Source: an optimization exercise on an open RTL-to-GDS flow (aim: small area). Production flows keep margins and buffers that such runs may drop. Function was checked by simulation only, so behaviour that the tests miss may differ from the original. In run 6 the design's own scripts or RTL, not TritonCTS, make the clock network. The clock input has no modelled driver; a real chip could not lean on it and would need a root buffer or a full tree. No activity file was given, so power comes from the tool's default toggle rates.

$ cat design/flow/run.sh
#!/bin/bash
# synth_recipe.tcl (not shown) runs the flow's synth.tcl, then flattens the netlist and writes it again
# the make line also repeats each setting of config.mk as NAME=value (left out here)
make -C /OpenROAD-flow-scripts/flow DESIGN_CONFIG=/design/flow/config.mk WORK_HOME=/design/flow/orfs CLKGATE_MAP_FILE= SYNTH_SCRIPT=/design/flow/synth_recipe.tcl finish
$ cat design/flow/config.mk
export PLATFORM = sky130hd
export DESIGN_NAME = top
export DESIGN_NICKNAME = top
export VERILOG_FILES = /design/flow/design.v
export SDC_FILE = /design/flow/constraint.sdc
export NUM_CORES = 4
export LEC_CHECK = 0
export CAP_MARGIN = 20
export CORE_MARGIN = 2
export CORE_UTILIZATION = 40
export SLEW_MARGIN = 20
$ cat design/flow/design.v
`timescale 1ns / 1ps
module serial(
    output reg tx,
    output reg [7:0] dat_r,
    output ready,
    input clk,
    input rst,
    input rx,
    input [7:0] dat_t,
    input txe,
    input ready_rst
    );
parameter CLK_FREQ = 50_000_000;
parameter BAUD = 9600;
parameter CLK_MUL = CLK_FREQ / (BAUD * 16);
parameter CLK_MUL_WIDTH = 15;  
reg [(CLK_MUL_WIDTH-1):0] baudcounter;
wire baudtick16 = (baudcounter == (CLK_MUL-1));
always @(posedge clk)
    if(rst | baudtick16)
        baudcounter <= 0;
    else
        baudcounter <= baudcounter + 1;
reg [3:0] baudcounter2;
wire baudtick = baudtick16 & (baudcounter2 == 4'h0);
always @(posedge clk)
    if(rst)
        baudcounter2 <= 0;
    else if(baudtick16)
        baudcounter2 <= baudcounter2 + 1;
reg [7:0] dat_t_ff;
reg [3:0] tx_state;
always @(posedge clk)
    if(rst)
        tx_state <= 4'h0;
    else if(txe) begin
        tx_state <= 4'h1;
        dat_t_ff <= dat_t;
    end else if(baudtick)
        if(tx_state == 11)
            tx_state <= 4'h0;
        else if(tx_state != 0)
            tx_state <= tx_state + 1;
always @(tx_state[3:0] or dat_t_ff[7:0])
    casex(tx_state[3:0])
        0: tx <= 1'b1;  
        1: tx <= 1'b1;  
        2: tx <= 1'b0;  
        3: tx <= dat_t_ff[0];
        4: tx <= dat_t_ff[1];
        5: tx <= dat_t_ff[2];
        6: tx <= dat_t_ff[3];
        7: tx <= dat_t_ff[4];
        8: tx <= dat_t_ff[5];
        9: tx <= dat_t_ff[6];
        10: tx <= dat_t_ff[7];
        11: tx <= 1'b1;  
        default: tx <= 1'b1;
    endcase
reg rx_active;
reg [7:0] rx_counter;
reg ready_ff;
assign ready = ready_ff & ~ready_rst;
always @(posedge clk) begin
    if(ready_rst)
        ready_ff <= 0;
    if(rst) begin
        rx_active <= 0;
        rx_counter <= 8'h00;
        dat_r <= 8'h0;
        ready_ff <= 0;
    end else if(!rx_active) begin
        if(rx == 1'b0) begin
            rx_active <= 1;
            rx_counter <= 8'h00;
            ready_ff <= 0;
        end
    end else if(baudtick16) begin
        rx_counter <= rx_counter + 1;
        if(rx_counter[3:0] == 4'h8) begin
            case(rx_counter[7:4])
                0: begin
                    if(rx == 1'b1)
                        rx_active <= 0;
                end
                9: begin
                    rx_active <= 0;
                end
                default: begin
                    dat_r <= {rx, dat_r[7:1]};
                    if(rx_counter[7:4] == 8)
                        ready_ff <= 1;
                end 
            endcase
        end
    end
end
endmodule
`timescale 1ns / 1ps
module serial_wb_if(
    input clk,
    input rst,
    output serial_tx,
    input serial_rx,
    output [6:0] wb_adr_o,
    input [7:0] wb_dat_i,
    output [7:0] wb_dat_o,
    output wb_we_o,
    output wb_stb_o,
    input wb_ack_i,
    output wb_cyc_o
    );
reg [7:0] dat_t_ff;
reg txe_ff;
reg ready_rst_ff;
wire [7:0] dat_r;
wire ready;
serial serial(
    .tx(serial_tx),
    .dat_r(dat_r),
    .ready(ready),
    .clk(clk),
    .rst(rst),
    .rx(serial_rx),
    .dat_t(dat_t_ff),
    .txe(txe_ff),
    .ready_rst(ready_rst_ff)
);
reg [6:0] addr_ff;
assign wb_adr_o = addr_ff;
reg [7:0] data_ff;
assign wb_dat_o = data_ff;
reg wb_we_ff;
assign wb_we_o = wb_we_ff;
reg wb_stb_ff;
assign wb_stb_o = wb_stb_ff;
reg wb_cyc_ff;
assign wb_cyc_o = wb_cyc_ff;
parameter ST_IDLE = 2'h0;
parameter ST_READ_WAIT = 2'h1;
parameter ST_GET_DATA = 2'h2;
parameter ST_WRITE_WAIT = 2'h3;
wire write_cmd = dat_r[7];
reg [1:0] state;
always @(posedge clk) begin
    dat_t_ff <= 8'h00;
    txe_ff <= 0;
    ready_rst_ff <= 0; 
    wb_we_ff <= 0;
    wb_stb_ff <= 0;
    if(rst) begin
        state <= ST_IDLE;
        wb_cyc_ff <= 0;
    end else begin
        case(state)
            ST_IDLE: begin
                if(ready) begin
                    ready_rst_ff <= 1;
                    addr_ff <= dat_r[6:0];
                    if(write_cmd) begin
                        state <= ST_GET_DATA;
                    end else begin
                        state <= ST_READ_WAIT;
                        wb_stb_ff <= 1;
                        wb_cyc_ff <= 1;
                    end
                end
            end
            ST_READ_WAIT: begin
                if(wb_ack_i) begin
                    dat_t_ff <= wb_dat_i;
                    txe_ff <= 1;
                    wb_cyc_ff <= 0;
                    state <= ST_IDLE;
                end
            end
            ST_GET_DATA: begin
                if(ready) begin
                    ready_rst_ff <= 1;
                    data_ff <= dat_r;
                    wb_we_ff <= 1;
                    wb_stb_ff <= 1;
                    wb_cyc_ff <= 1;
                    state <= ST_WRITE_WAIT;
                end
            end
            ST_WRITE_WAIT: begin
                if(wb_ack_i) begin
                    dat_t_ff <= data_ff;
                    txe_ff <= 1;
                    wb_cyc_ff <= 0;
                    state <= ST_IDLE;
                end
            end
        endcase
    end
end
endmodule
module csr #(
    parameter NUM_CH = 4,
    parameter VOL_WIDTH = (8*2*NUM_CH),
    parameter ADDR_OFFSET_VOLS = 8'h00
)(
    input clk,
    input rst,
    output [(VOL_WIDTH-1):0] vol,
    input [6:0] wb_adr_i,
    input [7:0] wb_dat_i,
    output [7:0] wb_dat_o,
    input wb_we_i,
    input wb_stb_i,
    output wb_ack_o,
    input wb_cyc_i);
reg [(VOL_WIDTH-1):0] vol_ff;
assign vol = vol_ff;
reg wb_ack_ff;
assign wb_ack_o = wb_ack_ff;
reg [7:0] wb_dat_ff;
assign wb_dat_o = wb_dat_ff;
integer i;
always @(posedge clk) begin
    wb_ack_ff <= 0;
    wb_dat_ff <= 8'h00;
    if(rst) begin
        vol_ff <= {(VOL_WIDTH){1'b0}};
    end else if(wb_stb_i & wb_cyc_i) begin
        wb_ack_ff <= 1;
        for(i = 0; i < (VOL_WIDTH/8); i = i + 1) begin
            if(wb_we_i) begin
                if(wb_adr_i == ADDR_OFFSET_VOLS + i)
                    vol_ff[i*8 +:8] <= wb_dat_i;
            end else begin
                if(wb_adr_i == ADDR_OFFSET_VOLS + i)
                    wb_dat_ff <= vol_ff[i*8 +:8];
            end
        end
    end
end
endmodule
`timescale 1ns / 1ps
module top(
    input clk,
    input rst,
    output tx,
    input rx,
    output led,
    output led2
    );
assign led = ~tx;
assign led2 = ~rx;
wire [6:0] wb_adr;
wire [7:0] wb_dat_ms;
wire [7:0] wb_dat_sm;
wire wb_we;
wire wb_stb;
wire wb_ack;
wire wb_cyc;
serial_wb_if uut(
    .clk(clk), 
    .rst(rst),
    .serial_rx(rx),
    .serial_tx(tx),
    .wb_adr_o(wb_adr),
    .wb_dat_i(wb_dat_sm),
    .wb_dat_o(wb_dat_ms),
    .wb_we_o(wb_we),
    .wb_stb_o(wb_stb),
    .wb_ack_i(wb_ack),
    .wb_cyc_o(wb_cyc));
csr csr(
    .clk(clk),
    .rst(rst),
    .wb_adr_i(wb_adr),
    .wb_dat_i(wb_dat_ms),
    .wb_dat_o(wb_dat_sm),
    .wb_we_i(wb_we),
    .wb_stb_i(wb_stb),
    .wb_ack_o(wb_ack),
    .wb_cyc_i(wb_cyc));
endmodule
$ cat design/flow/constraint.sdc
create_clock -name core_clock -period 20.0 [get_ports {clk}]
set_input_delay 4.0000 -clock core_clock [delete_from_list [all_inputs] [get_ports {clk}]]
set_output_delay 4.0000 -clock core_clock [all_outputs]
set_load 0.01 [all_outputs]
==> results of run 1 <==
==> final cells by class <==
type	count	area [µm²]	area share, %
well taps	220	275.3	3.624
repair buffers	10	86.33	1.137
inverters	25	93.84	1.235
clock inverters	9	111.4	1.466
multi-input cells	475	3278	43.16
flip-flops and latches	152	3273	43.09
clock buffers	23	478.0	6.292
==> sequential cells by signal (all words and copies together) (netlist names), 2 cells and up <==
register                 flops
uut.serial.baudcounter      15
uut.state                    2
uut.dat_t_ff                 8
csr.wb_dat_ff                8
uut.serial.rx_counter        8
uut.serial.dat_t_ff          8
uut.serial.tx_state          4
uut.serial.baudcounter2      4
uut.addr_ff                  7
uut.data_ff                  8
csr.vol_ff                  64
uut.serial.dat_r             8
==> critical path: stages <==
cell,delay [ns]
clkdlybuf4s50_1,0.48
inv_1,0.11
clkdlybuf4s50_1,0.53
==> where the power goes <==
group | total [W] | switching [W] | internal [W]
logic | 0.00000919 | 0.00000591 | 0.00000328
registers | 0.000312 | 0.00000182 | 0.000310
clock network | 0.000317 | 0.000123 | 0.000195
total | 0.000638 | 0.000130 | 0.000508
==> cells in the mapped netlist (10+ instances only) <==
cell      number  area [µm²]
clkbuf_1      27       101.4
ha_1          10       125.1
nand4_1       11       68.82
o21ai_0       25       125.1
dfxtp_1      129        2582
nor2_1       110       412.9
buf_2         10       50.05
a21oi_1       28       140.1
a31oi_1       18       112.6
nand3_1       17       85.08
nand2_1       32       120.1
mux2i_1       78       780.8
edfxtp_1      23       690.7
inv_1         24       90.09
mux2_2        15       168.9
==> worst max path at each step <==
stage                     startpoint  endpoint  depth (start not counted)
after global routing              rx      led2                          3
after detailed placement          rx      led2                          3
after floorplan                   rx      led2                          1
after CTS                         rx      led2                          3
final                             rx      led2                          3
after global placement            rx      led2                          3
==> metal layers <==
layer  global-route usage, %  vias to the layer above
met5                       0                        -
met4                   6.655                        0
met3                   3.191                       21
met2                   27.24                       63
met1                   22.45                     2400
li1                        -                     2461
==> through the flow <==
| stage | worst slack (ns) | std cells |
|---|---|---|
| after floorplan | 11.91 | 699 |
| after global placement | 10.90 | 881 |
| final | 10.88 | 914 |
| after detailed placement | 10.88 | 881 |
| after CTS | 10.88 | 913 |
| after global routing | 10.83 | 914 |
==> logic make-up after synthesis <==
logic type / share of synthesized area, %
AO/OA/AOI/OAI: 9.976
XOR/XNOR: 1.532
adder cells (fa/ha/maj): 1.824
buffers and inverters: 4.505
flip-flops: 47.71
multiplexers: 14.50
AND/OR/NAND/NOR: 19.95
==> reports/qor.yml, run 1 <==
drt:
  routed_wl_um: 14430
  drc_errors: 0
  ant_nets: 0
  wl_met2_um: 6862
  wl_met3_um: 406
  detail_route.wl_per_cell_um: 15.78
  wl_met1_um: 6900
  dr.first_iter.drc_count: 313
  top_layer_used: "met4"
  vias: 4945
  drtPass1Iterations: 5
  viasPerCell: 5.410
setup_path:
  cp-end-kind: "primary output"
  timing.rr.start: "uut.addr_ff[5]"
  critical_path.reg2reg.endpoint: "csr.vol_ff[24]"
  crit_type: "input port to primary output"
  regToRegSetupSlack_ns: 17.79
  arrival_ns: 5.12
  start_kind: "input port"
  r2r_cells: 4
  crit_fanout: 5
  critPathRequiredTime_ns: 16.00
layout:
  fin_util_pct: 45.48
  final_cell_mix: "dfxtp_1 (129), nor2_1 (110), mux2i_1 (78), nand2_1 (32), a21oi_1 (28)"
  final_common_cell: "dfxtp_1"
  drive_gt1_share_pct: 10.23
  final_nets: 694
  fillers: 1576
  diodes: 0
  finalInstanceArea_mm2: 0.007596
  area_delta_synth_final_pct: 10.72
timing:
  fin_setup_tns_ns: 0
  fin_hold_ws_ns: 0.4018
  worstMarginPinSlew_ns: 0.7292
  hold_viol: 0
  rsz0062_at_grt: "no"
  drv_slew: 0
  skew_ns: 0.01020
  post-route-period-util_pct: 45.60
  max_freq_ghz: 0.1096
  min_period_ns: 9.121
  setup_viol: 0
  slew_headroom_pct: 51.39
run:
  cap_violations: 0
hold_path:
  min_to: "uut.serial.dat_t_ff[2]"
  hold_depth: 0
  hold_start: "uut.dat_t_ff[2]"
  min_path_type: "register to register"
yosys:
  yosys_register_bits: 152
  yosys_warnings: 3
  synth_flop_cell: "dfxtp_1"
  synth_edf_count: 23
  synth.distinct_cells: 70
  synth_nets: 712
  avgSynthCellArea_um2: 9.814
  synthCells: 699
  ys_seq_area_share_pct: 47.71
  synthArstFlopShare_pct: 0
  syn_area_mm2: 0.006860
placement:
  io_buffer_count: 5
  dp_hpwl_um: 9605
  place_area_mm2: 0.006995
  gp_congestion: 0.8411
clock_tree:
  cts.sinks: 152
  postCtsSetupBuffers: 0
  cts_buffers: 17
  clk_latency_ns: 0.42
  cts.path.max_buffers: 2
  cts_hold_buffers: 0
  cts_tree: "done"
  cts_resized: 0
  root_buffer: "clkbuf_16"
  htreeDepth: 4
  clk_pin_slew_ns: 0.06
floorplanning:
  die_area_mm2: 0.01821
  start_util_pct: 41.08
  die_x_um: 135.0
  rows: 47
  die_y_um: 135.0
  core_mm2: 0.01670
  io_pins: 6
pwr:
  leakage_nw: 3.040
  power_density_mw_per_mm2: 84.02
  ir_drop_mv: 0.05532
  report.power.total_w: 0.0006382
global_routing:
  grt_overflow: 0
  grt_max_degree: 74
  grt_antenna_before_repair: 0
  grt_pass1_vias: 4809
  track_usage_pct: 16.89
  grt_first_pass_wirelength_um: 24340
outcome:
  outcome: "no timing/DRC/antenna violations"
==> inputs of run 2 (changes only) <==
==> design/flow/design.v (replaced) <==
`timescale 1ns / 1ps
module top(
    input clk,
    input rst,
    output tx,
    input rx,
    output led,
    output led2
    );
reg [3:0] c16;   
reg [2:0] c5a;   
reg [2:0] c5b;   
reg [3:0] c13;   
wire c5a_w = c5a[2];            
always @(posedge clk) begin
    if (rst) begin
        c16 <= 4'd0;
        c5a <= 3'd0;
        c5b <= 3'd0;
        c13 <= 4'd0;
    end else begin
        c16 <= c16 + 4'd1;
        c5a <= c5a_w ? 3'd0 : c5a + 3'd1;
        if (c5a_w)
            c5b <= c5b[2] ? 3'd0 : c5b + 3'd1;
        c13 <= (c13[3] & c13[2]) ? 4'd0 : c13 + 4'd1;
    end
end
wire t16  = c5a[2] & c5b[2] & c13[3] & c13[2];
wire tick = t16 & (c16 == 4'd4);
wire t16_3 = (c5a == 3'd3) & (c5b == 3'd0) & (c13 == 4'd3);
reg act;
reg [7:0] cnt;
reg [7:0] dat;
always @(posedge clk) begin
    if (rst) begin
        act <= 1'b0;
    end else if (!act) begin
        if (!rx) begin
            act <= 1'b1;
            cnt <= 8'h00;
        end
    end else if (t16) begin
        cnt <= cnt + 8'h01;
        if (cnt[3:0] == 4'h8) begin
            dat <= {rx, dat[7:1]};
            if (cnt[7:4] == 4'h0) begin
                if (rx) act <= 1'b0;
            end else if (cnt[7:4] == 4'h9) begin
                act <= 1'b0;
            end
        end
    end
end
reg gd;              
reg [3:0] rsel;      
wire proc  = act & (cnt == 8'h89) & t16_3;
wire fend  = act & t16 & (cnt == 8'h98);   
wire hi    = |dat[6:3];
wire reply = proc & (gd | ~dat[7]);
always @(posedge clk) begin
    if (rst)
        gd <= 1'b0;
    else if (fend)
        gd <= ~gd & dat[7];
    if (proc & ~gd)
        rsel <= hi ? {~dat[7], 3'b100} : {dat[2], 1'b0, dat[1:0]};
end
reg [79:0] ring;
reg clr;
wire tap   = ring[0];
wire rmat  = (rsel[3] == c16[3]) & (rsel[2:0] == c5a);
wire wr    = gd & ~(cnt[7] & cnt[4]) & rmat & (cnt[6:4] == c16[2:0]);
wire rin   = wr ? dat[7] : (clr ? 1'b0 : tap);
always @(posedge clk) begin
    ring <= {rin, ring[79:1]};
    clr <= rst | (clr & ~t16);
end
reg [3:0] ts;        
reg nxt;
reg txo;
always @(posedge clk) begin
    if (rmat & (ts[2:0] == c16[2:0]))
        nxt <= tap;
    if (rst) begin
        ts <= 4'hf;
        txo <= 1'b1;
    end else if (reply) begin
        ts <= 4'h0;
        txo <= 1'b1;
    end else if (tick) begin
        if (ts == 4'ha)
            ts <= 4'hf;
        else if (ts != 4'hf)
            ts <= ts + 4'h1;
        if (ts == 4'h0)
            txo <= 1'b0;
        else if (ts <= 4'h8)
            txo <= nxt;
        else
            txo <= 1'b1;
    end
end
assign tx = txo;
assign led = ~txo;
assign led2 = ~rx;
endmodule
==> design/flow/flow/run.sh (new file) <==
#!/bin/bash
# Own layout flow: the standard flow (standard.sh), with two changes:
# - CTS runs without dummy-load insertion and with small clock buffers only;
# - the port buffers are buf_1 cells instead of clkdlybuf4s50_1.
# make's full output goes to flow.log in the work folder; ORFS keeps each
# step's own log under orfs/logs/.
set -euo pipefail
export CTS_ARGS="-sink_clustering_enable -repair_clock_nets -dont_use_dummy_load -buf_list sky130_fd_sc_hd__clkbuf_4"
export BUFFER_PORTS_ARGS="-buffer_cell sky130_fd_sc_hd__buf_1"
bash standard.sh > flow.log 2>&1
==> design/flow/standard.sh (new file) <==
#!/bin/bash
# synth_recipe.tcl (not shown) runs the flow's synth.tcl, then flattens the netlist and writes it again
# the make line also repeats each setting of config.mk as NAME=value (left out here)
make -C /OpenROAD-flow-scripts/flow DESIGN_CONFIG=/design/flow/config.mk WORK_HOME=/design/flow/orfs CLKGATE_MAP_FILE= SYNTH_SCRIPT=/design/flow/synth_recipe.tcl "${@:-finish}"
removed: design/flow/run.sh
==> run 2 against run 1 <==
Against the previous run: still clean; final area down 48%; sequential share of layout area up 24 points; wire length down 65%; clock skew up 0.036 ns; worst setup slack better by 0.75 ns; power down 41%; critical endpoint unchanged; largest cell class is now registers.
==> reports/qor.yml, run 2 <==
clock_tree:
  clk_latency_ns: 0.48  # +0.06 ns
  cts.path.max_buffers: 2  # unchanged
  clk_pin_slew_ns: 0.09  # +0.03 ns
  cts_hold_buffers: 0  # unchanged
  cts.sinks: 123  # -19%
  postCtsSetupBuffers: 0  # unchanged
  root_buffer: "clkbuf_4"
  htreeDepth: 4  # unchanged
  cts_resized: 0  # unchanged
  cts_tree: "done"
  cts_buffers: 17  # unchanged
drt:
  viasPerCell: 4.565  # -16%
  ant_nets: 0  # unchanged
  drc_errors: 0  # unchanged
  vias: 1835  # -63%
  dr.first_iter.drc_count: 30  # -90%
  routed_wl_um: 4981  # -65%
  drtPass1Iterations: 4  # -1
  detail_route.wl_per_cell_um: 12.39  # -22%
setup_path:
  critPathRequiredTime_ns: 16.00  # about the same
  crit_fanout: 3  # -2
  start_kind: "input port"
  cp-end-kind: "primary output"
  crit_type: "input port to primary output"
  arrival_ns: 4.37  # -0.75 ns
yosys:
  yosys_register_bits: 123  # -19%
  synth_edf_count: 21  # -8.7%
  syn_area_mm2: 0.003692  # -46%
  synth_xor_area_share_pct: 4.033  # +2.5 points
  synth_top_area_share_pct: 55.30  # +18 points
  synth_mux_area_share_pct: 0.8133  # -14 points
  synth_fa_ha_area_share_pct: 4.676  # +2.9 points
  synth_top_cell_by_area: "dfxtp_1"
  avgSynthCellArea_um2: 13.52  # +38%
  synth_compound_area_share_pct: 4.066  # -5.9 points
  synthCells: 273  # -61%
  synth_nets: 289  # -59%
  synth_top_family_by_area: "simple AND/OR/NAND/NOR gates"
  synth-simple-area-share_pct: 11.59  # -8.4 points
  synth.distinct_cells: 45  # -36%
  ys_seq_area_share_pct: 72.38  # +25 points
  synth_flop_cell: "dfxtp_1"
  synth.most_common_cell: "dfxtp_1"
  yosys_warnings: 1  # -2
  synth.cells.most_frequent: "dfxtp_1 (102), edfxtp_1 (21), inv_1 (16)"
  yosys-top-cells-area: "dfxtp_1 (55%), edfxtp_1 (17%), ha_1 (4.4%)"
  synthArstFlopShare_pct: 0  # unchanged
timing:
  slew_headroom_pct: 55.10  # +3.7 points
  max_freq_ghz: 0.1195  # +9.0%
  worst_slack_ns: 11.63  # +0.7540 ns
  hold_viol: 0  # unchanged
  skew_ns: 0.04632  # +0.03612 ns
  setup_viol: 0  # unchanged
  min_period_ns: 8.367  # -0.7540 ns
  post-route-period-util_pct: 41.83  # -3.8 points
  rsz0062_at_grt: "no"
  worstMarginPinSlew_ns: 0.6710  # -0.05821 ns
  fin_setup_tns_ns: 0  # unchanged
  drv_slew: 0  # unchanged
outcome:
  outcome: "no timing/DRC/antenna violations"
pwr:
  clock_power_share_pct: 28.6  # -21 points
  ir_drop_mv: 0.04796  # -13%
  switching_power_w: 0.00007737  # -41%
  combPwrFrac_pct: 2.7  # +1.3 points
  report.power.total_w: 0.0003753  # -41%
  switching_share_pct: 20.61  # +0.20 points
  internal_power_w: 0.0002980  # -41%
  power_density_mw_per_mm2: 94.78  # +13%
  leakage_nw: 1.574  # -48%
  pwr-share-seq_pct: 68.7  # +20 points
floorplanning:
  die_area_mm2: 0.01002  # -45%
  die_y_um: 100.1  # -26%
  rows: 35  # -26%
  io_pins: 6  # unchanged
  start_util_pct: 40.54  # -0.54 points
  die_x_um: 100.1  # -26%
  core_mm2: 0.009109  # -45%
global_routing:
  track_usage_pct: 11.74  # -5.2 points
  grt_antenna_before_repair: 0  # unchanged
  grt_overflow: 0  # unchanged
  grt_max_degree: 19  # -74%
  grt_pass1_vias: 1834  # -62%
  grt_first_pass_wirelength_um: 8776  # -64%
layout:
  final_common_cell: "dfxtp_1"
  diodes: 0  # unchanged
  final_nets: 309  # -55%
  fin_util_pct: 43.48  # -2.0 points
  area_delta_synth_final_pct: 7.252
  largest_reg_flops: 80  # +25%
  top_register: "ring"
  reg_top3: "ring (80), cnt (8), dat (8)"
  final_cell_mix: "dfxtp_1 (102), edfxtp_1 (21), clkbuf_4 (17), inv_1 (16), nor2_1 (14)"
  drive_gt1_share_pct: 8.935  # -1.3 points
run:
  cap_violations: 0  # unchanged
hold_path:
  min_path_type: "register to register"
placement:
  pre_cts_slack_ns: 11.62  # +0.7419 ns
  io_buffer_count: 5  # unchanged
  gp_congestion: 0.7415  # -12%
  dp_hpwl_um: 3123  # -67%
-- run 2: power by group through the flow --
stage	Combinational (W)	Sequential [W]	Clock, W
2_1_floorplan	0.00000835	0.000262	0
3_3_place_gp	0.00000978	0.000263	0
3_5_place_dp	0.0000102	0.000264	0
4_1_cts	0.0000104	0.000258	0.000113
5_1_grt	0.0000121	0.000258	0.000122
6_report	0.0000102	0.000258	0.000107
-- run 2: layout make-up --
type | instances | area (µm²)
Fill cell | 839 | 5149
Sequential cell | 123 | 2673
Multi-Input combinational cell | 129 | 934.6
Tap cell | 111 | 138.9
Clock buffer | 17 | 127.6
Inverter | 16 | 60.06
Timing Repair Buffer | 6 | 26.28
-- run 2: metal layers --
metal	part of all wire [%]	GRT usage, %	routed length, µm
met1	54	16.22	2694
met2	41	15.49	2033
met3	4.1	6.407	202
met4	1.0	4.110	51
met5	0	0	0
-- run 2: worst max-delay path, stage by stage --
cell and delay [ns]:
buf_1 0.15, inv_1 0.08, buf_1 0.13
-- run 2: worst paths after layout --
path / end / startpoint / slack [ns] / cells past startpoint
min reg2reg: ring[31] / ring[32] / 0.30 / 0
min: ring[31] / ring[32] / 0.30 / 0
max reg2reg: rsel[3] / c5a[0] / 18.05 / 5
max: led2 / rx / 11.63 / 3
-- run 2: kinds of logic after synthesis --
logic type,count (synthesis)
flops,123
mux,3
buf+inv,21
xor+xnor,17
simple gates,72
fa+ha+maj,14
compound gates,23
-- run 2: metrics by stage --
| stage | hold WS (ns) | instances | area, µm² |
|---|---|---|---|
| after floorplan | 0.3096 | 273 | 3692 |
| after global placement | 0.3115 | 385 | 3827 |
| after detailed placement | 0.3121 | 385 | 3827 |
| after CTS | 0.2994 | 402 | 3955 |
| after global routing | 0.3021 | 402 | 3960 |
| final | 0.2973 | 402 | 3960 |
==> inputs of run 3 (changes only) <==
==> design/flow/run.sh (new file) <==
#!/bin/bash
# synth_recipe.tcl (not shown) runs the flow's synth.tcl, then flattens the netlist and writes it again
# the make line also repeats each setting of config.mk as NAME=value (left out here)
make -C /OpenROAD-flow-scripts/flow DESIGN_CONFIG=/design/flow/config.mk WORK_HOME=/design/flow/orfs CLKGATE_MAP_FILE= SYNTH_SCRIPT=/design/flow/synth_recipe.tcl finish
removed: design/flow/flow/run.sh
removed: design/flow/standard.sh
==> run 3 against run 2 <==
Against the previous run: still clean; sequential share of layout area down 7.4 points; count of clock-buffer cells in the layout up 3; non-clock buffer count down 1; clock skew down 0.037 ns; power up 50%; final area up 12%; cell count up 3.5%; combinational power about the same; core utilization up 5.3 points; flip-flop and latch count unchanged.
==> reports/qor.yml, run 3 <==
outcome:
  outcome: "no timing/DRC/antenna violations"
placement:
  place_area_mm2: 0.003851  # +0.62%
  pre_cts_slack_ns: 10.86  # -0.7592 ns
  gp_congestion: 0.7571  # +2.1%
  io_buffer_count: 5  # unchanged
  dp_hpwl_um: 3174  # +1.6%
yosys:
  synth_top_cell_by_area: "dfxtp_1"
  avgSynthCellArea_um2: 13.52  # unchanged
  synth_flop_cell: "dfxtp_1"
  yosys-top-cells-area: "dfxtp_1 (55%), edfxtp_1 (17%), ha_1 (4.4%)"
  synth_mux_area_share_pct: 0.8133  # unchanged
  synth_top_family_by_area: "simple AND/OR/NAND/NOR gates"
  ys_seq_area_share_pct: 72.38  # unchanged
  synth_xor_area_share_pct: 4.033  # unchanged
  synth.distinct_cells: 45  # unchanged
  synth.cells.most_frequent: "dfxtp_1 (102), edfxtp_1 (21), inv_1 (16)"
  syn_area_mm2: 0.003692  # unchanged
  synth_fa_ha_area_share_pct: 4.676  # unchanged
  synth_nets: 289  # unchanged
  synth_compound_area_share_pct: 4.066  # unchanged
  synthCells: 273  # unchanged
  synth_top_area_share_pct: 55.30  # unchanged
  synthArstFlopShare_pct: 0  # unchanged
  yosys_warnings: 1  # unchanged
  synth.most_common_cell: "dfxtp_1"
  synth-simple-area-share_pct: 11.59  # unchanged
  yosys_register_bits: 123  # unchanged
  synth_edf_count: 21  # unchanged
floorplanning:
  io_pins: 6  # unchanged
  rows: 35  # unchanged
  die_x_um: 100.1  # unchanged
  die_area_mm2: 0.01002  # unchanged
  start_util_pct: 40.54  # unchanged
  die_y_um: 100.1  # unchanged
  core_mm2: 0.009109  # unchanged
global_routing:
  grt_antenna_before_repair: 0  # unchanged
  grt_overflow: 0  # unchanged
  track_usage_pct: 12.20  # +0.47 points
  grt_first_pass_wirelength_um: 9059  # +3.2%
  grt_pass1_vias: 1882  # +2.6%
  grt_max_degree: 19  # unchanged
timing:
  rsz0062_at_grt: "no"
  worstMarginPinSlew_ns: 0.7606  # +0.08967 ns
  post-route-period-util_pct: 45.56  # +3.7 points
  worst_slack_ns: 10.89  # -0.7451 ns
  min_period_ns: 9.112  # +0.7451 ns
  slew_headroom_pct: 49.13  # -6.0 points
  max_freq_ghz: 0.1097  # -8.2%
  fin_hold_ws_ns: 0.3234  # +0.02612 ns
  hold_viol: 0  # unchanged
  setup_viol: 0  # unchanged
  drv_slew: 0  # unchanged
  skew_ns: 0.008954  # -0.03736 ns
  fin_setup_tns_ns: 0  # unchanged
clock_tree:
  clk_pin_slew_ns: 0.06  # -0.03 ns
  cts_resized: 0  # unchanged
  htreeDepth: 4  # unchanged
  cts.sinks: 123  # unchanged
  root_buffer: "clkbuf_8"
  cts_hold_buffers: 0  # unchanged
  cts_buffers: 17  # unchanged
  cts.path.max_buffers: 2  # unchanged
  postCtsSetupBuffers: 0  # unchanged
  cts_tree: "done"
  clk_latency_ns: 0.51  # +0.03 ns
pwr:
  leakage_nw: 1.785  # +13%
  ir_drop_mv: 0.05314  # +11%
  power_density_mw_per_mm2: 126.8  # +34%
  clock_power_share_pct: 52.4  # +24 points
  combPwrFrac_pct: 1.8  # -0.9 points
  switching_share_pct: 21.61  # +1.0 points
  pwr-share-seq_pct: 45.7  # -23 points
  switching_power_w: 0.0001219  # +58%
  internal_power_w: 0.0004421  # +48%
drt:
  viasPerCell: 4.567  # about the same
  dr.first_iter.drc_count: 105  # +250%
  vias: 1900  # +3.5%
  detail_route.wl_per_cell_um: 12.51  # +0.98%
  routed_wl_um: 5205  # +4.5%
  ant_nets: 0  # unchanged
  drtPass1Iterations: 4  # unchanged
  drc_errors: 0  # unchanged
hold_path:
  min_path_type: "register to register"
layout:
  final_nets: 308  # -0.32%
  seq_area_mm2: 0.002673  # unchanged
  multi_input_area_um2: 934.6  # unchanged
  top_register: "ring"
  fillers: 800  # -4.6%
  diodes: 0  # unchanged
  reg_top3: "ring (80), cnt (8), dat (8)"
  final_cell_mix: "dfxtp_1 (102), edfxtp_1 (21), clkbuf_16 (18), inv_1 (16), nor2_1 (14)"
  area_delta_synth_final_pct: 20.43
  largest_reg_flops: 80  # unchanged
  finalInstanceArea_mm2: 0.004447  # +12%
  drive_gt1_share_pct: 12.79  # +3.9 points
  final_common_cell: "dfxtp_1"
setup_path:
  crit_type: "input port to primary output"
  arrival_ns: 5.11  # +0.74 ns
  critPathRequiredTime_ns: 16.00  # about the same
  start_kind: "input port"
  cp-end-kind: "primary output"
  crit_fanout: 3  # unchanged
run:
  cap_violations: 0  # unchanged
-- run 3: cell counts after synthesis --
Identical to the previous run, type by type.
-- run 3: cell families (layout without fill, tap and decap cells) --
family,after synthesis,count (layout)
fa+ha+maj,14,14
flops,123,123
buf+inv,21,53
xor+xnor,17,17
simple gates,72,72
mux,3,3
compound gates,23,23
-- run 3: metal layers --
metal  global-route usage, %  wire length, µm  up-vias
met3                   6.058              233        7
met4                   6.639               66        0
met5                       0                0        -
met2                   15.64             2155       25
li1                        -                -      971
met1                   16.64             2750      897
-- run 3: final timing paths --
path	from	endpoint	slack [ns]	cells past startpoint
setup / recovery	rx	led2	10.89	3
hold / removal	ring[33]	ring[32]	0.32	0
setup reg to reg	c5a[0]	rsel[1]	18.11	5
hold reg to reg	ring[33]	ring[32]	0.32	0
-- run 3: power groups by stage --
| stage | registers, W | logic, W | clock network (W) |
|---|---|---|---|
| after detailed placement | 0.000263 | 0.0000104 | 0 |
| after floorplan | 0.000262 | 0.00000835 | 0 |
| after global placement | 0.000263 | 0.0000101 | 0 |
| final | 0.000258 | 0.0000103 | 0.000296 |
| after global routing | 0.000258 | 0.0000120 | 0.000316 |
| after CTS | 0.000258 | 0.0000105 | 0.000302 |
-- run 3: metrics by stage --
step / total power, W / instances / utilization (%)
2_1_floorplan: 0.0002704 / 273 / -
3_3_place_gp: 0.0002734 / 384 / 42.28
3_5_place_dp: 0.0002738 / 384 / 42.28
4_1_cts: 0.0005709 / 416 / 48.76
5_1_grt: 0.0005860 / 416 / 48.82
6_report: 0.0005640 / 416 / 48.82
-- run 3: cell type report --
class,count,area share (%)
Clock buffer,20,10.52
Clock inverter,12,2.757
Inverter,16,1.351
Multi-Input combinational cell,129,21.02
Sequential cell,123,60.10
Tap cell,111,3.123
Timing Repair Buffer,5,1.125
-- run 3: critical path, cell delays in order --
cell             delay (ns)
clkdlybuf4s50_1        0.47
inv_1                  0.11
clkdlybuf4s50_1        0.54
==> inputs of run 4 (changes only) <==
==> design/flow/design.v (replaced) <==
`timescale 1ns / 1ps
module top(
    input clk,
    input rst,
    output tx,
    input rx,
    output led,
    output led2
    );
reg [3:0] dA;
reg [2:0] dB;
reg [2:0] dC;
reg [3:0] dD;
wire bw = dB[2] & ~dB[1];       
always @(posedge clk) begin
    if (rst) begin
        dA <= 4'b0000;
        dB <= 3'b000;
        dC <= 3'b000;
        dD <= 4'b0011;
    end else begin
        dA <= {dA[2:0], dA[3] ^ ~(dA[0] & ~dA[1] & ~dA[2])};
        dB <= {dB[1:0], ~(dB[1] | dB[2])};
        if (bw)
            dC <= {dC[1:0], ~(dC[1] | dC[2])};
        dD <= {dD[2:0], dD[3] ^ ~(dD[0] & ~dD[1])};
    end
end
wire t16  = bw & dC[2] & ~dC[1] & dD[0] & ~dD[1] & dD[3];
wire tick = t16 & (dA == 4'b1011);
wire t16_3 = ~dB[0] & dB[1] & ~dC[0] & ~dC[2] & ~dD[0] & dD[1] & dD[2];
reg act;
reg [3:0] L;
reg [3:0] H;
reg [2:0] adr;       
reg hacc;            
reg lastbit;         
wire l8  = (L == 4'b0100);
wire l9  = (L == 4'b1001);
wire l15 = (L == 4'b1000);
wire smp = act & t16 & l8;
always @(posedge clk) begin
    if (rst)
        act <= 1'b0;
    else if (!act)
        act <= ~rx;
    else if (smp & (((H == 4'h0) & rx) | (H == 4'h9)))
        act <= 1'b0;
    if (!act) begin
        L <= 4'b0000;
        H <= 4'h0;
    end else if (t16) begin
        L <= {L[2:0], L[3] ^ ~(L[0] & ~L[1] & ~L[2])};
        if (l15)
            H <= H + 4'h1;
    end
    if (smp) begin
        lastbit <= rx;
        if (H <= 4'h3)
            adr <= {rx, adr[2:1]};
        if (H <= 4'h3)
            hacc <= 1'b0;
        else if (H <= 4'h7)
            hacc <= hacc | rx;
    end
end
reg gd;              
reg [3:0] rsel;      
wire proc  = act & (H == 4'h8) & l9 & t16_3;   
wire fend  = smp & (H == 4'h9);                
wire reply = proc & (gd | ~lastbit);
always @(posedge clk) begin
    if (rst)
        gd <= 1'b0;
    else if (fend)
        gd <= ~gd & lastbit;
    if (proc & ~gd)
        rsel <= hacc ? {~lastbit, 3'b100} : {adr[2], adr[1] & ~adr[0], adr[1], adr[0]};
end
reg [79:0] ring;
reg clr;
wire tap   = ring[0];
wire rmat  = (rsel[3] == dA[3]) & (rsel[2:0] == dB);
wire wr    = gd & ~(H == 4'h9) & rmat & (H[2:0] == dA[2:0]);
wire rin   = wr ? lastbit : (clr ? 1'b0 : tap);
always @(posedge clk) begin
    ring <= {rin, ring[79:1]};
    clr <= rst | (clr & ~t16);
end
reg [3:0] ts;        
reg nxt;
reg txo;
always @(posedge clk) begin
    if (rmat & (ts[2:0] == dA[2:0]))
        nxt <= tap;
    if (rst) begin
        ts <= 4'hf;
        txo <= 1'b1;
    end else if (reply) begin
        ts <= 4'h0;
        txo <= 1'b1;
    end else if (tick) begin
        if (ts == 4'ha)
            ts <= 4'hf;
        else if (ts != 4'hf)
            ts <= ts + 4'h1;
        if (ts == 4'h0)
            txo <= 1'b0;
        else if (ts <= 4'h8)
            txo <= nxt;
        else
            txo <= 1'b1;
    end
end
assign tx = txo;
assign led = ~txo;
assign led2 = ~rx;
endmodule
==> design/flow/flow/run.sh (new file) <==
#!/bin/bash
# Own layout flow: the standard flow (standard.sh), with two changes:
# - CTS runs without dummy-load insertion and with small clock buffers only;
# - the port buffers are buf_1 cells instead of clkdlybuf4s50_1.
# make's full output goes to flow.log in the work folder; ORFS keeps each
# step's own log under orfs/logs/.
set -euo pipefail
export CTS_ARGS="-sink_clustering_enable -repair_clock_nets -dont_use_dummy_load -buf_list sky130_fd_sc_hd__clkbuf_4"
export BUFFER_PORTS_ARGS="-buffer_cell sky130_fd_sc_hd__buf_1"
bash standard.sh > flow.log 2>&1
==> design/flow/standard.sh (new file) <==
#!/bin/bash
# synth_recipe.tcl (not shown) runs the flow's synth.tcl, then flattens the netlist and writes it again
# the make line also repeats each setting of config.mk as NAME=value (left out here)
make -C /OpenROAD-flow-scripts/flow DESIGN_CONFIG=/design/flow/config.mk WORK_HOME=/design/flow/orfs CLKGATE_MAP_FILE= SYNTH_SCRIPT=/design/flow/synth_recipe.tcl "${@:-finish}"
removed: design/flow/run.sh
==> run 4 against run 3 <==
Against the previous run: wire length decreased by 9.5%; area after synthesis decreased by 6.0%; non-clock buffer count unchanged; die area shrank 5.8%; worst hold slack lost 0.023 ns; flip-flop and latch count shrank 3; final area fell by 16%; clock power fell by 65%; synthesized cell count fell by 4.0%; largest power group is now sequential cells; highest routed layer unchanged.
==> reports/qor.yml, run 4 <==
outcome:
  outcome: "no timing/DRC/antenna violations"
pwr:
  switching_power_w: 0.00007110  # -42%
  clock_power_share_pct: 29.5  # -23 points
  switching_share_pct: 19.96  # -1.6 points
  ir_drop_mv: 0.05822  # +9.6%
  power_density_mw_per_mm2: 95.39  # -25%
  pwr-share-seq_pct: 68.9  # +23 points
  combPwrFrac_pct: 1.6  # -0.2 points
  internal_power_w: 0.0002851  # -36%
  leakage_nw: 1.487  # -17%
layout:
  top_register: "ring"
  final_nets: 291  # -5.5%
  drive_gt1_share_pct: 9.286  # -3.5 points
  final_common_cell: "dfxtp_1"
  area_delta_synth_final_pct: 7.570
  final_cell_mix: "dfxtp_1 (110), clkbuf_4 (17), nor2_1 (15), nand2_1 (12), mux2i_1 (12)"
  largest_reg_flops: 80  # unchanged
  diodes: 0  # unchanged
drt:
  ant_nets: 0  # unchanged
  drtPass1Iterations: 4  # unchanged
  drc_errors: 0  # unchanged
  dr.first_iter.drc_count: 44  # -58%
  viasPerCell: 4.553  # -0.31%
  detail_route.wl_per_cell_um: 12.23  # -2.3%
  routed_wl_um: 4708  # -9.5%
  vias: 1753  # -7.7%
yosys:
  synth_fa_ha_area_share_pct: 2.163  # -2.5 points
  synth_compound_area_share_pct: 4.434  # +0.37 points
  yosys_register_bits: 120  # -2.4%
  synth_top_cell_by_area: "dfxtp_1"
  synth_xor_area_share_pct: 3.280  # -0.75 points
  synth_top_area_share_pct: 63.45  # +8.1 points
  syn_area_mm2: 0.003471  # -6.0%
  synth.cells.most_frequent: "dfxtp_1 (110), nor2_1 (15), mux2i_1 (12), nand2_1 (12), inv_1 (11)"
  synth-simple-area-share_pct: 12.51  # +0.92 points
  ys_seq_area_share_pct: 72.10  # -0.28 points
  synth_edf_count: 10  # -52%
  synth_nets: 271  # -6.2%
  synthArstFlopShare_pct: 0  # unchanged
  synthCells: 262  # -4.0%
  synth.most_common_cell: "dfxtp_1"
  synth_top_family_by_area: "simple AND/OR/NAND/NOR gates"
  synth_mux_area_share_pct: 3.785  # +3.0 points
  avgSynthCellArea_um2: 13.25  # -2.1%
  yosys-top-cells-area: "dfxtp_1 (63%), edfxtp_1 (8.7%), mux2i_1 (3.5%)"
  synth_flop_cell: "dfxtp_1"
  synth.distinct_cells: 44  # -2.2%
  yosys_warnings: 1  # unchanged
clock_tree:
  cts.sinks: 120  # -2.4%
  postCtsSetupBuffers: 0  # unchanged
  clk_latency_ns: 0.49  # -0.02 ns
  cts_buffers: 17  # unchanged
  clk_pin_slew_ns: 0.09  # +0.03 ns
  cts_hold_buffers: 0  # unchanged
  cts_tree: "done"
  cts_resized: 0  # unchanged
  cts.path.max_buffers: 2  # unchanged
  root_buffer: "clkbuf_4"
  htreeDepth: 4  # unchanged
timing:
  worst_slack_ns: 11.63  # +0.7450 ns
  max_freq_ghz: 0.1195  # +8.9%
  fin_setup_tns_ns: 0  # unchanged
  worstMarginPinSlew_ns: 1.013  # +0.2523 ns
  min_period_ns: 8.367  # -0.7450 ns
  skew_ns: 0.03899  # +0.03004 ns
  rsz0062_at_grt: "no"
  drv_slew: 0  # unchanged
  slew_headroom_pct: 32.47  # -17 points
  hold_viol: 0  # unchanged
  post-route-period-util_pct: 41.84  # -3.7 points
  setup_viol: 0  # unchanged
floorplanning:
  rows: 33  # -5.7%
  start_util_pct: 41.82  # +1.3 points
  io_pins: 6  # unchanged
  core_mm2: 0.008299  # -8.9%
  die_x_um: 97.15  # -2.9%
  die_area_mm2: 0.009438  # -5.8%
  die_y_um: 97.15  # -2.9%
run:
  cap_violations: 0  # unchanged
setup_path:
  crit_fanout: 6  # +3
  crit_type: "input port to primary output"
  start_kind: "input port"
  critPathRequiredTime_ns: 16.00  # about the same
  arrival_ns: 4.37  # -0.74 ns
  cp-end-kind: "primary output"
hold_path:
  min_path_type: "register to register"
global_routing:
  track_usage_pct: 11.14  # -1.1 points
  grt_max_degree: 24  # +5
  grt_overflow: 0  # unchanged
  grt_first_pass_wirelength_um: 8045  # -11%
  grt_pass1_vias: 1614  # -14%
  grt_antenna_before_repair: 0  # unchanged
placement:
  io_buffer_count: 5  # unchanged
  gp_congestion: 0.7644  # +0.96%
  dp_hpwl_um: 3002  # -5.4%
  pre_cts_slack_ns: 11.63  # +0.7723 ns
==> run 4: layout make-up <==
type                            count  area [µm²]
Multi-Input combinational cell    126       908.4
Clock buffer                       17       127.6
Tap cell                          105       131.4
Fill cell                         767        4566
Inverter                           12       45.04
Timing Repair Buffer                5       18.77
Sequential cell                   120        2502
==> run 4: power groups by stage <==
stage	Clock [W]	Combinational [W]	Sequential, W
after floorplan	0	0.00000464	0.000250
after global placement	0	0.00000558	0.000251
after detailed placement	0	0.00000566	0.000251
after CTS	0.000110	0.00000570	0.000245
after global routing	0.000119	0.00000633	0.000246
final	0.000105	0.00000565	0.000245
==> run 4: logic make-up (layout without fill, tap and decap cells) <==
logic type               after synthesis  in the layout
buffers and inverters                 16             34
flip-flops                           120            120
AND/OR/NAND/NOR                       73             73
multiplexers                          13             13
adder cells (fa/ha/maj)                6              6
XOR/XNOR                              13             13
AO/OA/AOI/OAI                         21             21
==> run 4: worst max-delay path, stage by stage <==
cell and delay (ns):
buf_1 0.18, inv_1 0.06, buf_1 0.12
==> run 4: routing by layer <==
layer / up-vias / wire length [µm] / GRT usage [%]
met2: 20 / 1831 / 13.19
met1: 810 / 2624 / 16.20
li1: 915 / - / -
met3: 8 / 176 / 5.252
met5: - / 0 / 0
met4: 0 / 75 / 6.176
==> run 4: worst paths after layout <==
kind	startpoint	endpoint	slack (ns)	depth (start not counted)
setup / recovery	rx	led2	11.63	3
hold / removal	ring[16]	ring[15]	0.30	0
setup reg to reg	act	adr[0]	17.86	4
hold reg to reg	ring[16]	ring[15]	0.30	0
==> run 4: metrics by stage <==
stage	area [µm²]	instances	utilization, %	total power (W)	hold WS [ns]
final	3734	385	44.99	0.0003562	0.3007
after global routing	3734	385	44.99	0.0003714	0.3079
after CTS	3734	385	44.99	0.0003613	0.3010
after detailed placement	3606	368	43.45	0.0002566	0.3121
after global placement	3606	368	43.45	0.0002564	0.3120
after floorplan	3471	262	-	0.0002548	0.3096
==> inputs of run 5 (changes only) <==
==> design/flow/design.v (replaced) <==
`timescale 1ns / 1ps
module top(
    input clk,
    input rst,
    output tx,
    input rx,
    output led,
    output led2
    );
reg [3:0] dA;
reg [2:0] dB;
reg [2:0] dC;
reg [3:0] dD;
wire bw = dB[2] & ~dB[1];       
always @(posedge clk) begin
    if (rst) begin
        dA <= 4'b0000;
        dB <= 3'b000;
        dC <= 3'b000;
        dD <= 4'b0011;
    end else begin
        dA <= {dA[2:0], dA[3] ^ ~(dA[0] & ~dA[1] & ~dA[2])};
        dB <= {dB[1:0], ~(dB[1] | dB[2])};
        if (bw)
            dC <= {dC[1:0], ~(dC[1] | dC[2])};
        dD <= {dD[2:0], dD[3] ^ ~(dD[0] & ~dD[1])};
    end
end
wire t16  = bw & dC[2] & ~dC[1] & dD[0] & ~dD[1] & dD[3];
wire tick = t16 & (dA == 4'b1011);
wire t16_3 = ~dB[0] & dB[1] & ~dC[0] & ~dC[2] & ~dD[0] & dD[1] & dD[2];
function qf(input [3:0] q);
    qf = (q[2] ^ q[1]) & ~(q[3] & q[2]);
endfunction
localparam [3:0] Q0 = 4'b0100, Q8 = 4'b1000, Q9 = 4'b0000;
reg act;
reg [3:0] L;
reg [3:0] H;
reg [2:0] adr;       
reg hacc;            
reg lastbit;         
wire l8  = (L == 4'b0100);
wire l9  = (L == 4'b1001);
wire l15 = (L == 4'b1000);
wire smp = act & t16 & l8;
wire h03 = (H == Q0) | (H == 4'b1001) | (H == 4'b0010) | (H == 4'b0101);
wire h47 = (H == 4'b1011) | (H == 4'b0111) | (H == 4'b1110) | (H == 4'b1100);
always @(posedge clk) begin
    if (rst)
        act <= 1'b0;
    else if (!act)
        act <= ~rx;
    else if (smp & (((H == Q0) & rx) | (H == Q9)))
        act <= 1'b0;
    if (!act) begin
        L <= 4'b0000;
        H <= Q0;
    end else if (t16) begin
        L <= {L[2:0], L[3] ^ ~(L[0] & ~L[1] & ~L[2])};
        if (l15)
            H <= {H[2:0], qf(H)};
    end
    if (smp) begin
        lastbit <= rx;
        if (h03)
            adr <= {rx, adr[2:1]};
        if (h03)
            hacc <= 1'b0;
        else if (h47)
            hacc <= hacc | rx;
    end
end
reg gd;              
reg [3:0] rsel;      
wire proc  = act & (H == Q8) & l9 & t16_3;   
wire fend  = smp & (H == Q9);                
wire reply = proc & (gd | ~lastbit);
always @(posedge clk) begin
    if (rst)
        gd <= 1'b0;
    else if (fend)
        gd <= ~gd & lastbit;
    if (proc & ~gd)
        rsel <= hacc ? {~lastbit, 3'b100} : {adr[2], adr[1] & ~adr[0], adr[1], adr[0]};
end
reg [79:0] ring;
reg clr;
wire tap   = ring[0];
wire rmat  = (rsel[3] == dA[3]) & (rsel[2:0] == dB);
wire wr    = gd & rmat & (H[2:0] == dA[2:0]);
wire rin   = wr ? lastbit : (clr ? 1'b0 : tap);
always @(posedge clk) begin
    ring <= {rin, ring[79:1]};
    clr <= rst | (clr & ~t16);
end
reg [3:0] ts;
reg nxt;
reg txo;
always @(posedge clk) begin
    if (reply)
        nxt <= 1'b0;
    else if (ts == Q9)
        nxt <= 1'b1;
    else if ((ts != Q0) & rmat & (ts[2:0] == dA[2:0]))
        nxt <= tap;
    if (rst)
        ts <= Q9;
    else if (reply)
        ts <= Q0;
    else if (tick)
        ts <= {ts[2:0], qf(ts)};
    if (rst | reply)
        txo <= 1'b1;
    else if (tick)
        txo <= nxt;
end
assign tx = txo;
assign led = ~txo;
assign led2 = ~rx;
endmodule
==> run 5 against run 4 <==
Against the previous run: flip-flop and latch count unchanged; synthesized cell count decreased by 3.1%; worst setup slack improved by 0.011 ns; critical endpoint unchanged; highest routed layer unchanged; register-to-register slack improved by 0.25 ns; largest power group unchanged; power about the same; area after synthesis decreased by 1.0%.
==> reports/qor.yml, run 5 <==
layout:
  fin_cells: 373  # -3.1%
  finalInstanceArea_mm2: 0.003674  # -1.6%
  largest_reg_flops: 80  # unchanged
  area_delta_synth_final_pct: 6.919
  top_register: "ring"
  final_common_cell: "dfxtp_1"
  seq_area_mm2: 0.002492  # -0.40%
  diodes: 0  # unchanged
  drive_gt1_share_pct: 9.328  # +0.043 points
  final_cell_mix: "dfxtp_1 (111), clkbuf_4 (17), nor2b_1 (15), nor2_1 (15), mux2i_1 (11)"
  fin_util_pct: 44.48  # -0.50 points
  final_nets: 273  # -6.2%
  fillers: 762  # -0.65%
  multi_input_area_um2: 884.6  # -2.6%
timing:
  skew_ns: 0.04812  # +0.009124 ns
  max_freq_ghz: 0.1197  # +0.13%
  slew_headroom_pct: 42.71  # +10 points
  setup_viol: 0  # unchanged
  post-route-period-util_pct: 41.78  # -0.055 points
  worstMarginPinSlew_ns: 0.8594  # -0.1536 ns
  hold_viol: 0  # unchanged
  drv_slew: 0  # unchanged
  fin_setup_tns_ns: 0  # unchanged
  min_period_ns: 8.356  # -0.01100 ns
  rsz0062_at_grt: "no"
global_routing:
  grt_max_degree: 20  # -17%
  track_usage_pct: 11.01  # -0.12 points
  grt_pass1_vias: 1627  # +0.81%
  grt_overflow: 0  # unchanged
  grt_first_pass_wirelength_um: 7872  # -2.2%
  grt_antenna_before_repair: 0  # unchanged
setup_path:
  cp-end-kind: "primary output"
  arrival_ns: 4.36  # about the same
  crit_fanout: 4  # -2
  crit_type: "input port to primary output"
  crit_path_max_incr_delay_ns: 0.16  # -0.02 ns
  crit_top_cell: "buf_1"
  worstPathCellList: "buf_1 > inv_1 > buf_1"
  r2r_cells: 4  # unchanged
  start_kind: "input port"
  cp_slowest_cell: "buf_1"
  critPathRequiredTime_ns: 16.00  # about the same
drt:
  vias: 1698  # -3.1%
  routed_wl_um: 4541  # -3.5%
  detail_route.wl_per_cell_um: 12.17  # -0.44%
  drc_errors: 0  # unchanged
  drtPass1Iterations: 4  # unchanged
  dr.first_iter.drc_count: 48  # +9.1%
  viasPerCell: 4.552  # about the same
  ant_nets: 0  # unchanged
clock_tree:
  cts_resized: 0  # unchanged
  clk_latency_ns: 0.50  # about the same
  htreeDepth: 4  # unchanged
  cts_tree: "done"
  cts_hold_buffers: 0  # unchanged
  clk_pin_slew_ns: 0.12  # +0.03 ns
  cts.sinks: 120  # unchanged
  root_buffer: "clkbuf_4"
  cts.path.max_buffers: 2  # unchanged
  postCtsSetupBuffers: 0  # unchanged
  cts_buffers: 17  # unchanged
yosys:
  yosys-top-cells-area: "dfxtp_1 (65%), edfxtp_1 (7.9%), mux2i_1 (3.2%)"
  yosys_warnings: 1  # unchanged
  synthCells: 254  # -3.1%
  synth_edf_count: 9  # -1
  avgSynthCellArea_um2: 13.53  # +2.1%
  ys_seq_area_share_pct: 72.54  # +0.44 points
  synth.most_common_cell: "dfxtp_1"
  syn_area_mm2: 0.003436  # -1.0%
  synth_flop_cell: "dfxtp_1"
  synth_top_cell_by_area: "dfxtp_1"
  synthArstFlopShare_pct: 0  # unchanged
  synth.cells.most_frequent: "dfxtp_1 (111), nor2_1 (15), nor2b_1 (15)"
  synth.distinct_cells: 50  # +14%
  synth_nets: 257  # -5.2%
  synth_top_area_share_pct: 64.68  # +1.2 points
  yosys_register_bits: 120  # unchanged
placement:
  placed_cells: 356  # -3.3%
  gp_congestion: 0.7115  # -6.9%
  io_buffer_count: 5  # unchanged
  dp_hpwl_um: 2918  # -2.8%
  place_area_mm2: 0.003546  # -1.7%
floorplanning:
  die_y_um: 96.68  # -0.48%
  start_util_pct: 41.61  # -0.22 points
  rows: 33  # unchanged
  die_x_um: 96.68  # -0.48%
  io_pins: 6  # unchanged
  core_mm2: 0.008258  # -0.50%
  die_area_mm2: 0.009347  # -0.97%
run:
  cap_violations: 0  # unchanged
pwr:
  switching_power_w: 0.00007164  # +0.76%
  leakage_nw: 1.364  # -8.3%
  power_density_mw_per_mm2: 97.01  # +1.7%
  combPwrFrac_pct: 1.5  # about the same
  pwr-share-seq_pct: 68.8  # about the same
  report.power.total_w: 0.0003564  # about the same
  internal_power_w: 0.0002847  # -0.11%
  switching_share_pct: 20.10  # +0.14 points
  clock_power_share_pct: 29.7  # +0.2 points
  ir_drop_mv: 0.05012  # -14%
hold_path:
  hold_depth: 0  # unchanged
  min_path_type: "register to register"
outcome:
  outcome: "no timing/DRC/antenna violations"
run 5: stage by stage:
stage               hold WS (ns)  setup WS (ns)
floorplan                 0.3096          11.90
global placement          0.3121          11.65
detailed placement        0.3121          11.65
CTS                       0.2863          11.64
global route              0.2975          11.62
finish                    0.2801          11.64
run 5: cells by family after synthesis:
kind of cell / count (synthesis) / share of synthesized area, %
flops: 120 / 72.54
simple gates: 70 / 12.97
compound gates: 26 / 5.681
mux: 14 / 4.297
buf+inv: 13 / 1.711
xor+xnor: 11 / 2.804
run 5: worst max-delay path: cells and delay by family:
family                 cells  cell delay [ns]
buffers and inverters      3             0.35
run 5: final cells by class:
type	instances	share of cell area [%]
flip-flops and latches	120	67.85
multi-input cells	121	24.08
well taps	105	3.576
clock buffers	17	3.474
repair buffers	5	0.5109
inverters	5	0.5109
run 5: worst paths after layout:
| check | from | end | slack [ns] |
|---|---|---|---|
| worst min-delay path | ring[18] | ring[17] | 0.28 |
| worst min register to register | ring[18] | ring[17] | 0.28 |
| worst max register to register | dB[1] | adr[1] | 18.11 |
| worst max-delay path | rx | led2 | 11.64 |
run 5: per-layer routing:
layer	routed length [µm]	part of all wire, %	vias to the layer above	global-route usage, %
li1	-	-	892	-
met1	2544	56	772	15.53
met2	1749	39	26	13.51
met3	190	4.2	8	5.708
met4	57	1.3	0	5.525
met5	0	0	-	0
run 5: power by group through the flow:
stage / Combinational [W] / Sequential, W / Clock [W]
floorplan: 0.00000487 / 0.000250 / 0
global route: 0.00000597 / 0.000246 / 0.000122
CTS: 0.00000537 / 0.000245 / 0.000111
detailed placement: 0.00000535 / 0.000251 / 0
global placement: 0.00000524 / 0.000251 / 0
finish: 0.00000533 / 0.000245 / 0.000106
==> inputs of run 6 (changes only) <==
==> design/flow/flow/run.sh (replaced) <==
#!/bin/bash
# Own layout flow: the standard flow (standard.sh) with two changes:
# - the clock tree is built by flow/pre_cts.tcl (a PRE_CTS_TCL hook) instead of
#   TritonCTS: k-means groups of about 10 sinks, one clkbuf_4 per group and a
#   clkbuf_8 root that the clock port drives;
# - the port buffers are buf_1 cells instead of clkdlybuf4s50_1.
# make's full output goes to flow.log in the work folder; ORFS keeps each
# step's own log under orfs/logs/.
set -euo pipefail
export PRE_CTS_TCL="$PWD/flow/pre_cts.tcl"
export BUFFER_PORTS_ARGS="-buffer_cell sky130_fd_sc_hd__buf_1"
bash standard.sh > flow.log 2>&1
==> design/flow/flow/pre_cts.tcl (new file) <==
# Hand-built clock tree, used in place of TritonCTS (sourced as PRE_CTS_TCL).
# The clock sinks are split into groups of about SINKS_PER_LEAF by k-means on
# their positions; each group gets a clkbuf_4 at its centre, and one root
# buffer next to the clock port's fan-out centre drives all of them. The
# clock port itself then drives the root buffer only.
set leaf_master_name sky130_fd_sc_hd__clkbuf_4
set root_master_name sky130_fd_sc_hd__clkbuf_8
if {[info exists ::env(MCTS_LEAF)]} { set leaf_master_name $::env(MCTS_LEAF) }
if {[info exists ::env(MCTS_ROOT)]} { set root_master_name $::env(MCTS_ROOT) }
set per_leaf 10
if {[info exists ::env(MCTS_PER_LEAF)]} { set per_leaf $::env(MCTS_PER_LEAF) }

set db [ord::get_db]
set block [ord::get_db_block]
set clk_net [$block findNet clk]
set leaf_master [$db findMaster $leaf_master_name]
set root_master [$db findMaster $root_master_name]

# clock sinks with their positions (instance centres)
set sinks {}
foreach it [$clk_net getITerms] {
  set inst [$it getInst]
  set bb [$inst getBBox]
  set x [expr {([$bb xMin] + [$bb xMax]) / 2.0}]
  set y [expr {([$bb yMin] + [$bb yMax]) / 2.0}]
  lappend sinks [list $it $x $y]
}
set n [llength $sinks]
set k [expr {int(ceil(double($n) / $per_leaf))}]
if {$k < 1} { set k 1 }
puts "manual CTS: $n sinks, $k leaf buffers"

# k-means, initial centres spread along the sinks sorted by x then y
set sorted [lsort -real -index 1 $sinks]
set cx {}; set cy {}
for {set i 0} {$i < $k} {incr i} {
  set s [lindex $sorted [expr {int(($i + 0.5) * $n / $k)}]]
  lappend cx [lindex $s 1]; lappend cy [lindex $s 2]
}
for {set iter 0} {$iter < 50} {incr iter} {
  # balanced assignment: each centre takes at most per_leaf sinks, nearest first
  set pairs {}
  set si 0
  foreach s $sinks {
    for {set i 0} {$i < $k} {incr i} {
      set d [expr {abs([lindex $s 1] - [lindex $cx $i]) + abs([lindex $s 2] - [lindex $cy $i])}]
      lappend pairs [list $d $si $i]
    }
    incr si
  }
  set pairs [lsort -real -index 0 $pairs]
  set assign [lrepeat $n -1]
  set count [lrepeat $k 0]
  set cap [expr {int(ceil(double($n) / $k))}]
  foreach p $pairs {
    lassign $p d si i
    if {[lindex $assign $si] >= 0} continue
    if {[lindex $count $i] >= $cap} continue
    lset assign $si $i
    lset count $i [expr {[lindex $count $i] + 1}]
  }
  set sx [lrepeat $k 0.0]; set sy [lrepeat $k 0.0]
  for {set si 0} {$si < $n} {incr si} {
    set i [lindex $assign $si]
    set s [lindex $sinks $si]
    lset sx $i [expr {[lindex $sx $i] + [lindex $s 1]}]
    lset sy $i [expr {[lindex $sy $i] + [lindex $s 2]}]
  }
  set moved 0
  for {set i 0} {$i < $k} {incr i} {
    set c [lindex $count $i]
    if {$c == 0} continue
    set nx [expr {[lindex $sx $i] / $c}]; set ny [expr {[lindex $sy $i] / $c}]
    if {abs($nx - [lindex $cx $i]) + abs($ny - [lindex $cy $i]) > 1} { set moved 1 }
    lset cx $i $nx; lset cy $i $ny
  }
  if {!$moved} break
}

# root buffer at the centre of the leaf buffers
set rx 0.0; set ry 0.0
for {set i 0} {$i < $k} {incr i} {
  set rx [expr {$rx + [lindex $cx $i]}]; set ry [expr {$ry + [lindex $cy $i]}]
}
set rx [expr {int($rx / $k)}]; set ry [expr {int($ry / $k)}]
set root [odb::dbInst_create $block $root_master clkbuf_root]
$root setLocation $rx $ry
$root setPlacementStatus PLACED
set root_net [odb::dbNet_create $block clknet_root]
$root_net setSigType CLOCK
[$root findITerm A] connect $clk_net
[$root findITerm X] connect $root_net

for {set i 0} {$i < $k} {incr i} {
  set buf [odb::dbInst_create $block $leaf_master clkbuf_leaf_$i]
  $buf setLocation [expr {int([lindex $cx $i])}] [expr {int([lindex $cy $i])}]
  $buf setPlacementStatus PLACED
  set net [odb::dbNet_create $block clknet_leaf_$i]
  $net setSigType CLOCK
  [$buf findITerm A] connect $root_net
  [$buf findITerm X] connect $net
  set leaf_net($i) $net
}
for {set si 0} {$si < $n} {incr si} {
  set it [lindex [lindex $sinks $si] 0]
  $it disconnect
  $it connect $leaf_net([lindex $assign $si])
}
global_connect
set_propagated_clock [all_clocks]

# cts.tcl calls clock_tree_synthesis next: the tree is already built.
rename clock_tree_synthesis orig_clock_tree_synthesis
proc clock_tree_synthesis {args} { puts "clock_tree_synthesis skipped: tree built by hand" }
--- a/design/flow/config.mk
+++ b/design/flow/config.mk
@@ -5,6 +5,7 @@
 export SDC_FILE = /design/flow/constraint.sdc
 export NUM_CORES = 4
 export LEC_CHECK = 0
+export ABC_AREA = 1
 export CAP_MARGIN = 20
 export CORE_MARGIN = 2
 export CORE_UTILIZATION = 40
==> run 6 against run 5 <==
Against the previous run: clock skew is 0.034 ns lower; worst setup slack better by 0.028 ns; first-iteration DRC count is 27% lower; core utilization is 0.43 points lower; final area is 1.5% lower; via count is 12% higher; area after synthesis is 1.5% lower.
==> reports/qor.yml, run 6 <==
pwr:
  pwr-share-seq_pct: 70.2  # +1.4 points
  switching_power_w: 0.00007088  # -1.1%
  switching_share_pct: 20.32  # +0.22 points
  combPwrFrac_pct: 1.7  # +0.2 points
  clock_power_share_pct: 28.1  # -1.6 points
  power_density_mw_per_mm2: 96.37  # -0.67%
  ir_drop_mv: 0.06114  # +22%
  leakage_nw: 1.482  # +8.6%
  internal_power_w: 0.0002779  # -2.4%
timing:
  fin_setup_tns_ns: 0  # unchanged
  hold_viol: 0  # unchanged
  setup_viol: 0  # unchanged
  worst_slack_ns: 11.67  # +0.02760 ns
  slew_headroom_pct: 66.63  # +24 points
  drv_slew: 0  # unchanged
  rsz0062_at_grt: "no"
  skew_ns: 0.01364  # -0.03448 ns
  post-route-period-util_pct: 41.64  # -0.14 points
  max_freq_ghz: 0.1201  # +0.33%
  worstMarginPinSlew_ns: 0.5005  # -0.3588 ns
  min_period_ns: 8.328  # -0.02760 ns
layout:
  diodes: 0  # unchanged
  drive_gt1_share_pct: 7.077  # -2.3 points
  fin_util_pct: 44.05  # -0.43 points
  largest_reg_flops: 80  # unchanged
  top_register: "ring"
  area_delta_synth_final_pct: 6.950  # about the same
  final_common_cell: "dfxtp_1"
  fillers: 778  # +2.1%
  finalInstanceArea_mm2: 0.003620  # -1.5%
  fin_cells: 430  # +15%
  final_nets: 330  # +21%
  final_cell_mix: "dfxtp_1 (111), nand2_1 (48), inv_1 (32), nor2_1 (28)"
placement:
  placed_cells: 417  # +17%
  io_buffer_count: 5  # unchanged
  dp_hpwl_um: 2891  # -0.93%
  place_area_mm2: 0.003516  # -0.85%
  pre_cts_slack_ns: 11.67  # +0.02330 ns
  gp_congestion: 0.8688  # +22%
floorplanning:
  die_area_mm2: 0.009213  # -1.4%
  io_pins: 6  # unchanged
  start_util_pct: 41.19  # -0.42 points
  rows: 33  # unchanged
  core_mm2: 0.008217  # -0.50%
  die_x_um: 95.99  # -0.72%
  die_y_um: 95.99  # -0.72%
setup_path:
  r2r_cells: 6  # +2
  crit_family: "buffers and inverters"
  worstPathCellList: "buf_1 > inv_1 > buf_1"
  critical_path_depth: 3  # unchanged
  regToRegSetupSlack_ns: 18.33  # +0.22 ns
  crit_fanout: 4  # unchanged
  start_kind: "input port"
  critPathRequiredTime_ns: 16.00  # about the same
  crit_top_cell: "buf_1"
  cp-end-kind: "primary output"
  crit_path_max_incr_delay_ns: 0.13  # -0.03 ns
  cp_slowest_cell: "buf_1"
  critPathBufInv: 3  # unchanged
  crit_type: "input port to primary output"
  arrival_ns: 4.33  # -0.03 ns
drt:
  routed_wl_um: 4525  # -0.35%
  detail_route.wl_per_cell_um: 10.52  # -14%
  viasPerCell: 4.407  # -3.2%
  drtPass1Iterations: 4  # unchanged
  dr.first_iter.drc_count: 35  # -27%
  vias: 1895  # +12%
  ant_nets: 0  # unchanged
  drc_errors: 0  # unchanged
yosys:
  ys_seq_area_share_pct: 73.64  # +1.1 points
  synth_flop_cell: "dfxtp_1"
  synth_edf_count: 9  # unchanged
  syn_area_mm2: 0.003384  # -1.5%
  yosys_warnings: 1  # unchanged
  yosys-top-cells-area: "dfxtp_1 (66%), edfxtp_1 (8.0%), nand2_1 (5.3%)"
  yosys_register_bits: 120  # unchanged
  synthCells: 310  # +22%
  synth_nets: 313  # +22%
  synth_top_cell_by_area: "dfxtp_1"
  synth.most_common_cell: "dfxtp_1"
  synth_top_area_share_pct: 65.66  # +0.98 points
  synth.distinct_cells: 25  # -50%
  synthArstFlopShare_pct: 0  # unchanged
  avgSynthCellArea_um2: 10.92  # -19%
  synth.cells.most_frequent: "dfxtp_1 (111), nand2_1 (48), inv_1 (32)"
clock_tree:
  clk_pin_slew_ns: 0.10  # -0.02 ns
  postCtsSetupBuffers: 0  # unchanged
  cts_resized: 0  # unchanged
  cts_hold_buffers: 0  # unchanged
  clk_latency_ns: 0.38  # -0.12 ns
global_routing:
  grt_antenna_before_repair: 0  # unchanged
  grt_overflow: 0  # unchanged
  grt_max_degree: 17  # -15%
  grt_first_pass_wirelength_um: 7817  # -0.70%
  track_usage_pct: 10.30  # -0.71 points
  grt_pass1_vias: 1771  # +8.9%
hold_path:
  hold_depth: 0  # unchanged
  min_path_type: "register to register"
run:
  cap_violations: 0  # unchanged
outcome:
  outcome: "no timing/DRC/antenna violations"
[run 6: cells by family after synthesis]
| kind of cell | after synthesis | share of synthesized area (%) |
|---|---|---|
| compound gates | 38 | 5.952 |
| buf+inv | 38 | 4.436 |
| flops | 120 | 73.64 |
| xor+xnor | 8 | 2.070 |
| simple gates | 106 | 13.90 |
[run 6: cell type report]
class	instances	area [µm²]	area share, %
tap	105	131.4	3.629
sequential	120	2492	68.86
multi-input combinational	152	742.0	20.50
inverter	35	131.4	3.629
buffer	13	103.9	2.869
timing repair buffer	5	18.77	0.5185
[run 6: worst paths after layout]
path                  from        to
setup / recovery        rx      led2
hold / removal    ring[27]  ring[26]
setup reg to reg     dB[2]    adr[1]
hold reg to reg   ring[27]  ring[26]
[run 6: metal layers]
layer	wire (µm)	share of wire, %	global-route usage, %
met2	1794	40	15.80
met4	123	2.7	3.095
met1	2421	54	14.78
met3	186	4.1	1.958
met5	0	0	0
[run 6: per-stage QoR]
| step | hold WS, ns | power [W] |
|---|---|---|
| finish | 0.3219 | 0.0003488 |
| floorplan | 0.3096 | 0.0002548 |
| global route | 0.3197 | 0.0003641 |
| detailed placement | 0.3121 | 0.0002566 |
| global placement | 0.3127 | 0.0002564 |
| CTS | 0.3193 | 0.0003548 |
[run 6: power by group through the flow]
stage | sequential, W | clock [W] | combinational, W
after floorplan | 0.000250 | 0 | 0.00000481
after global placement | 0.000251 | 0 | 0.00000585
after detailed placement | 0.000251 | 0 | 0.00000602
after CTS | 0.000245 | 0.000104 | 0.00000606
after global routing | 0.000245 | 0.000112 | 0.00000702
final | 0.000245 | 0.0000979 | 0.00000594
